From an optimization exercise on the open Yosys and OpenROAD flow, aimed at small area; shortcuts taken in it are not production practice.
Function was checked by simulation only, so behaviour that the tests miss may differ from the original.
Power figures rest on the tool's default switching activity, not on a simulated workload.

**flow/config.mk**
```make
export PLATFORM = sky130hd
export DESIGN_NAME = digital_takvim
export DESIGN_NICKNAME = digital_takvim
export VERILOG_FILES = /design/flow/design.v
export SDC_FILE = /design/flow/constraint.sdc
export NUM_CORES = 4
export LEC_CHECK = 0
export CAP_MARGIN = 20
export CORE_MARGIN = 2
export CORE_UTILIZATION = 40
export SLEW_MARGIN = 20
```
**flow/run.sh**
```bash
#!/bin/bash
# synth_recipe.tcl (not shown) runs the flow's synth.tcl, then flattens the netlist and writes it again
# the make line also repeats each setting of config.mk as NAME=value (left out here)
make -C /OpenROAD-flow-scripts/flow DESIGN_CONFIG=/design/flow/config.mk WORK_HOME=/design/flow/orfs CLKGATE_MAP_FILE= SYNTH_SCRIPT=/design/flow/synth_recipe.tcl finish
```
**flow/design.v**
```verilog
`timescale 1ns / 1ps
module debouncer (
    input clk,
    input reset,
    input btn_in,
    output reg btn_out
);
    reg btn_sync_0, btn_sync_1;
    reg [15:0] q;    
    wire clr = (btn_sync_1 == btn_out);
    wire [15:0] b = q ^ 16'hAAAA;
    wire fb = b[15] ^ b[13] ^ b[12] ^ b[10] ^ (b[14:0] == 15'd0);
    wire hit = (q == 16'hABEF);
    always @(posedge clk or posedge reset) begin
        if (reset) begin
            btn_sync_0 <= 0;
            btn_sync_1 <= 0;
            btn_out <= 0;
        end else begin
            btn_sync_0 <= btn_in;
            btn_sync_1 <= btn_sync_0;
            if (!clr && hit)
                btn_out <= ~btn_out;
        end
    end
    always @(posedge clk) begin
        q[0] <= ~clr & fb;
        q[15:1] <= ~({15{clr}} | q[14:0]);
    end
endmodule
`timescale 1ns / 1ps
module digital_takvim(
    input clk,
    input reset,
    input [5:0] LedSwitch,
    input speed,
    input Stop_buton,
    input Dakika_arttir_buton,
    input Dakika_azalt_buton,
    input Saat_arttir_buton,
    input Saat_azalt_buton,
    output reg [6:0] segment,
    output [3:0] sayac,
    output reg [5:0] saniye
    );
    wire stop_c, dA, dZ, hA, hZ;
    debouncer d1(.clk(clk), .reset(reset), .btn_in(Stop_buton),          .btn_out(stop_c));
    debouncer d2(.clk(clk), .reset(reset), .btn_in(Dakika_arttir_buton), .btn_out(dA));
    debouncer d3(.clk(clk), .reset(reset), .btn_in(Dakika_azalt_buton),  .btn_out(dZ));
    debouncer d4(.clk(clk), .reset(reset), .btn_in(Saat_arttir_buton),   .btn_out(hA));
    debouncer d5(.clk(clk), .reset(reset), .btn_in(Saat_azalt_buton),    .btn_out(hZ));
    reg stop, stop_prev;
    always @(posedge clk or posedge reset)
        if (reset) begin
            stop <= 0;
            stop_prev <= 0;
        end else begin
            stop <= stop ^ (stop_c & ~stop_prev);
            stop_prev <= stop_c;
        end
    reg [9:0] pre;
    reg half;
    wire ge600 = pre[9] & pre[6] & pre[4] & pre[3];    
    wire ge10 = (|pre[9:4]) | (pre[3] & (pre[2] | pre[1]));
    wire wrap = speed ? ge10 : ge600;
    wire tick = wrap & ~half;
    always @(posedge clk or posedge reset)
        if (reset) begin
            pre <= 0;
            half <= 0;
        end else begin
            pre <= wrap ? 10'd1 : pre + 10'd1;
            half <= half ^ wrap;
        end
    wire sec_hi = (saniye >= 6'd59);
    wire Dar = ~stop & sec_hi;
    always @(posedge clk or posedge reset)
        if (reset)
            saniye <= 0;
        else if (tick) begin
            if (stop) begin
                if (LedSwitch != 0) saniye <= LedSwitch;
            end else
                saniye <= sec_hi ? 6'd0 : saniye + 6'd1;
        end
    reg [2:0] mt;
    reg [3:0] mu;
    reg kd;
    wire d_inc = kd & (stop ? (dA & ~dZ) : Dar);
    wire d_dec = kd & stop & dZ & ~dA;
    wire mu9 = mu[3] & mu[0];
    wire mu0 = ~|mu;
    wire d_max = mu9 & mt[2] & mt[0];
    wire d_zero = mu0 & ~|mt;
    wire Sar = d_inc & d_max;
    wire Saz = d_dec & d_zero;
    always @(posedge clk or posedge reset)
        if (reset) begin
            mt <= 3'd3;
            mu <= 4'd0;
            kd <= 1;
        end else begin
            if (d_inc) begin
                mu <= mu9 ? 4'd0 : mu + 4'd1;
                if (mu9) mt <= d_max ? 3'd0 : mt + 3'd1;
            end else if (d_dec) begin
                mu <= mu0 ? 4'd9 : mu - 4'd1;
                if (mu0) mt <= d_zero ? 3'd5 : mt - 3'd1;
            end
            kd <= ~(dA | dZ | Dar) | (kd & ~(d_inc | d_dec));
        end
    reg [1:0] ht;
    reg [3:0] hu;
    reg kh;
    wire h_inc = kh & (Sar | (stop & hA & ~hZ & ~Saz));
    wire h_dec = kh & ~Sar & stop & ((hZ & ~hA) | Saz);
    wire hu9 = hu[3] & hu[0];
    wire hu0 = ~|hu;
    wire h_max = ht[1] & hu[1] & hu[0];
    wire h_zero = hu0 & ~|ht;
    always @(posedge clk or posedge reset)
        if (reset) begin
            ht <= 2'd1;
            hu <= 4'd8;
            kh <= 1;
        end else begin
            if (h_inc) begin
                if (h_max) begin
                    ht <= 2'd0; hu <= 4'd0;
                end else begin
                    hu <= hu9 ? 4'd0 : hu + 4'd1;
                    if (hu9) ht <= ht + 2'd1;
                end
            end else if (h_dec) begin
                if (h_zero) begin
                    ht <= 2'd2; hu <= 4'd3;
                end else begin
                    hu <= hu0 ? 4'd9 : hu - 4'd1;
                    if (hu0) ht <= ht - 2'd1;
                end
            end
            kh <= ~(hA | hZ | Sar | Saz) | (kh & ~(h_inc | h_dec));
        end
    reg [5:0] m;
    reg [1:0] sel;
    wire m_wrap = (m == 6'd49);
    always @(posedge clk or posedge reset)
        if (reset) begin
            m <= 6'd49;
            sel <= 0;
        end else begin
            m <= m_wrap ? 6'd0 : m + 6'd1;
            if (m_wrap) sel <= sel + 2'd1;
        end
    assign sayac = ~(4'b0001 << sel);
    reg [3:0] digit;
    always @* begin
        case (sel)
            2'd0: digit = mu;
            2'd1: digit = {1'b0, mt};
            2'd2: digit = hu;
            default: digit = {2'b0, ht};
        endcase
        case (digit)
            4'd0: segment = 7'b1000000;
            4'd1: segment = 7'b1111001;
            4'd2: segment = 7'b0100100;
            4'd3: segment = 7'b0110000;
            4'd4: segment = 7'b0011001;
            4'd5: segment = 7'b0010010;
            4'd6: segment = 7'b0000010;
            4'd7: segment = 7'b1111000;
            4'd8: segment = 7'b0000000;
            default: segment = 7'b0010000;
        endcase
    end
endmodule
```
**flow/constraint.sdc**
```tcl
create_clock -name core_clock -period 16.0 [get_ports {clk}]
set_input_delay 3.2000 -clock core_clock [delete_from_list [all_inputs] [get_ports {clk}]]
set_output_delay 3.2000 -clock core_clock [all_outputs]
set_load 0.01 [all_outputs]
```
==> summary.txt <==
==> cell usage after synthesis, types with 3 or more instances <==
library cell  count  share of area, %
a32oi_1           3              0.47
dfrtp_1          48                21
o22ai_1           5              0.56
nor2b_1           5              0.56
a31oi_1           9               1.0
a211oi_1          3              0.40
nand4b_1          6              0.94
nand3_1          23               2.0
dfstp_2           9               4.2
nor3_1            9              0.80
nor4_1           11               1.2
a21oi_1          28               2.5
nand4_1           8              0.89
nor3b_1           4              0.53
a22oi_1           4              0.53
o21ai_0          19               1.7
inv_1            29               1.9
mux2i_1           4              0.71
o31ai_1           3              0.40
xor2_1           10               1.6
mux2_2            6               1.2
dfxtp_1          80                29
and3_1           11               1.2
nand2_1          30               2.0
ha_1             22               4.9
nand2b_1          5              0.56
nor2_1          118               7.9
xnor2_1          22               3.4
clkbuf_1         12              0.80
==> sequential cells by signal (all words and copies together) (netlist names), 2 cells and up <==
register	flops
d2.q	16
mt	3
saniye	6
ht	2
d3.q	16
mu	4
d1.q	16
sel	2
pre	10
d5.q	16
d4.q	16
m	6
hu	4
==> metal layers <==
| metal | global-route usage [%] | up-vias | routed length, µm |
|---|---|---|---|
| li1 | - | 2080 | - |
| met1 | 18.53 | 1992 | 4900 |
| met2 | 24.58 | 57 | 5011 |
| met3 | 5.112 | 2 | 408 |
| met4 | 6.106 | 0 | 42 |
| met5 | 0 | - | 0 |
==> critical path: cells and delay by family (launching register included) <==
kind / cells / cell delay, ps
muxes: 1 / 250
adders and majority gates: 2 / 560
buffers and inverters: 3 / 740
and+or+nand+nor: 1 / 200
DFF: 1 / 400
AOI/OAI and AO/OA: 1 / 380
==> placed cells by master, fill, tap and decap left out, types with 4 or more instances in the layout <==
cell,synthesis,final
nor4_1,11,11
a31oi_1,9,9
mux2_2,6,6
mux2i_1,4,4
o21ai_0,19,19
xnor2_1,22,17
xnor2_2,0,5
nand3_1,23,23
clkbuf_8,0,5
xor2_1,10,10
ha_1,22,22
nand4_1,8,8
dfrtp_1,48,48
nor3_1,9,9
clkdlybuf4s50_1,0,30
inv_1,29,28
nor3b_1,4,4
dfstp_2,9,9
o22ai_1,5,5
dfxtp_1,80,80
nor2_1,118,118
nor2b_1,5,5
nand2_1,30,30
nand2b_1,5,5
nand4b_1,6,6
and3_1,11,11
a22oi_1,4,4
clkbuf_16,0,17
a21oi_1,28,28
==> metrics by stage <==
step,setup WS [ps],cells,total power [mW],instance area [µm²],util [%]
5_1_grt,9621,808,1.100,6733,48.88
4_1_cts,9828,808,1.050,6695,48.61
3_3_place_gp,10380,776,0.6450,6085,44.18
6_report,9861,808,1.039,6733,48.88
3_5_place_dp,10310,776,0.6541,6085,44.18
2_1_floorplan,10910,581,0.5767,5618,-
==> power groups by stage <==
stage               logic (mW)  clock network [mW]  registers (mW)
floorplan                0.152                   0           0.425
global placement         0.206                   0           0.439
detailed placement       0.214                   0           0.440
CTS                      0.216               0.400           0.434
global route             0.244               0.415           0.442
finish                   0.214               0.390           0.434
==> area by class of cell <==
| cell class | count | area, µm² |
|---|---|---|
| Clock buffer | 23 | 498.0 |
| Clock inverter | 9 | 112.6 |
| Fill cell | 1308 | 7041 |
| Inverter | 29 | 108.9 |
| Multi-Input combinational cell | 398 | 2434 |
| Sequential cell | 137 | 3039 |
| Tap cell | 180 | 225.2 |
| Timing Repair Buffer | 32 | 315.3 |
==> kinds of logic (layout without fill, tap and decap cells) <==
| logic type | Yosys count | after routing |
|---|---|---|
| buf+inv | 46 | 93 |
| compound gates | 93 | 93 |
| fa+ha+maj | 22 | 22 |
| flops | 137 | 137 |
| mux | 10 | 10 |
| simple gates | 241 | 241 |
| xor+xnor | 32 | 32 |
==> worst max-delay path by stage <==
stage	to	slack [ps]	cells after the start
after floorplan	segment[1]	10910	7
after global placement	segment[3]	10380	9
after detailed placement	segment[3]	10310	9
after CTS	segment[3]	9830	9
after global routing	segment[3]	9620	9
final	segment[1]	9860	8
==> summary.txt <==
Setup path
  – CP arrival: 2940 ps
  – Crit-path max FO: 5
  – R2R Path Start: stop
  – Slowest stage delay, CP: around 570 ps
  – CP startpoint: sel[0]
  – Crit. End Element: primary output
  – Crit path kind: register to primary output
  – Critical-path top delay cell: clkdlybuf4s50_1
  – Worst EP required: approximately 13,000 ps
  – R2R Path End: hu[2]
  – Worst setup SP type: register
  – Worst R2R Setup Slack: 13,300 ps
  – Worst Reg-to-Reg Cells: 5
  – CP Cell Sequence: inv_1, ha_1, a222oi_1, mux2_2, inv_1, ha_1, nor3b_1, clkdlybuf4s50_1

Floorplanning
  – Die area: between 15,000 and 20,000 µm²
  – Row cnt: 43
  – I/O Pins: 31
  – Core Area: around 14,000 µm²
  – Initial core utilization: between 40 and 50%
  – Die W: around 120 µm
  – Die Ht: about 120 µm

Worst hold path
  – Worst Hold Path EP: d2.btn_sync_1
  – Hold path cells: 0
  – Hold Crit Start: d2.btn_sync_0
  – Worst Hold Class: register to register

Power
  – Internal power: 0.7418 mW
  – Pleak: 2.845 nW
  – Worst VDD drop: 0.07174 mV
  – Combinational share of power: about a fifth
  – Sw Pwr: 0.2970 mW
  – Seq pwr share: 41.8%
  – Pwr/cell area: 154.3 nW/µm²
  – Clk pwr share: 37.6%
  – Sw Ratio: 28.59%

Timing
  – # setup viols final: 0
  – RSZ-0062 raised after global routing: false
  – Slew headroom: around 40%
  – Period minus WS final: about 6100 ps
  – Hold WS: approximately 350 ps
  – Setup_tns: 0 ps
  – Slew Viols, Final: 0
  – Tcrit/Tclk final: approximately two fifths
  – Post-Route Skew: roughly 6.2 ps
  – Final Hold Viols: 0
  – Worst-Margin Slew: approximately 900 ps
  – Fmax: 162.9 MHz

Clock network
  – Clk buf depth: 2
  – Worst-skew pair later-pin latency: just over 400 ps
  – CTS H-tree depth: 4
  – CTS Buf Count: 17
  – Clock-pin slew on the worst setup and hold paths: roughly 50 ps
  – Root Driver: clkbuf_16
  – Hold buffer count at cts: 0
  – CTS tree: yes
  – Post-cts sizing count: 0
  – Post-CTS setup buffer count: 0
  – CTS sink count: between 100 and 150

Drt
  – First-pass DRT Iterations: 5
  – Residual DRC: 0
  – First DRT Iteration DRCs: between 200 and 250
  – Drt total wl: between 10,000 and 15,000 µm
  – Post-route ant nets: 0
  – DR vias: about 4,100
  – Post-DR vias/cell: 5.113
  – Wirelength per Cell: between 10 and 15 µm

Synth
  – Seq/Total Area, Yosys: 54.10%
  – Dominant synthesized flop cell: dfxtp_1
  – Synth Warn #: 2
  – Syn Nets: 617
  – Number of synthesized flops with an enable pin: 0
  – Post-synthesis compound-gate area fraction: a little over a tenth
  – Synthesized flop and latch total: about 140
  – Post-synthesis xor/xnor area fraction: between 4 and 5%
  – FFs w/ async S/R, synth: a little over two fifths
  – Cell count after synthesis: around 580
  – Syn avg cell area: approximately 9.7 µm²
  – Synth Area in Adders: around 4.9%
  – Simple-Gate Fraction of Synth Area: between 20% and 30%
  – Unique masters post-synth: 54
  – Main combinational cell family by area after synthesis: simple AND/OR/NAND/NOR gates
  – Post-synthesis mux area share: under 10%
  – Area of the mapped netlist: 5618 µm²

Finish
  – Ratio of cells with drive above 1 in the final layout: 9.554%
  – Final #Nets: 651
  – Ant diodes: 0
  – Synth-to-Final Area Change: 19.84%

Place
  – Placer Congestion: just under 0.8
  – HPWL after DPL: 7118 µm
  – IO buf count: 30

Global route
  – GRT Total Usage: around 15%
  – Pin count of the biggest net entering global routing: 58
  – Total grt overflow: 0
  – First-pass GRT wire length: around 18,000 µm
  – Vias in the first global route: just over 4,000
  – Initial antenna violation count: 0

Run
  – Max-cap viol count: 0

Run status
  – Outcome: no timing/DRC/antenna violations

[static timing again, ports no longer ideal]
The flow's constraints put no driver on any port. The routed layout listed below was extracted and timed again, unchanged, in two steps.
Step 1 sets driving cells, clkbuf_16 on the clock port and buf_2 on the other inputs (assumed; they add their load-dependent delay and slew).
Step 2 adds t to the input delays and takes it off the output delays; t is the mean of the earliest and latest rising clock arrival at the registers after step 1. Input paths then give back, and output paths get back, about the clock's delay inside the block.
Slacks: ideal ports / drivers / drivers and shift; pairs: ideal ports / drivers.
t (ns): 0.451
setup slack, ns: 9.861 / 9.822 / 10.273
worst register clock-pin slew, ns: 0.06 / 0.06
After both steps this run still meets setup and hold. For this run, drivers alone change the setup slack by -0.039 ns; drivers and shift together by +0.412 ns.
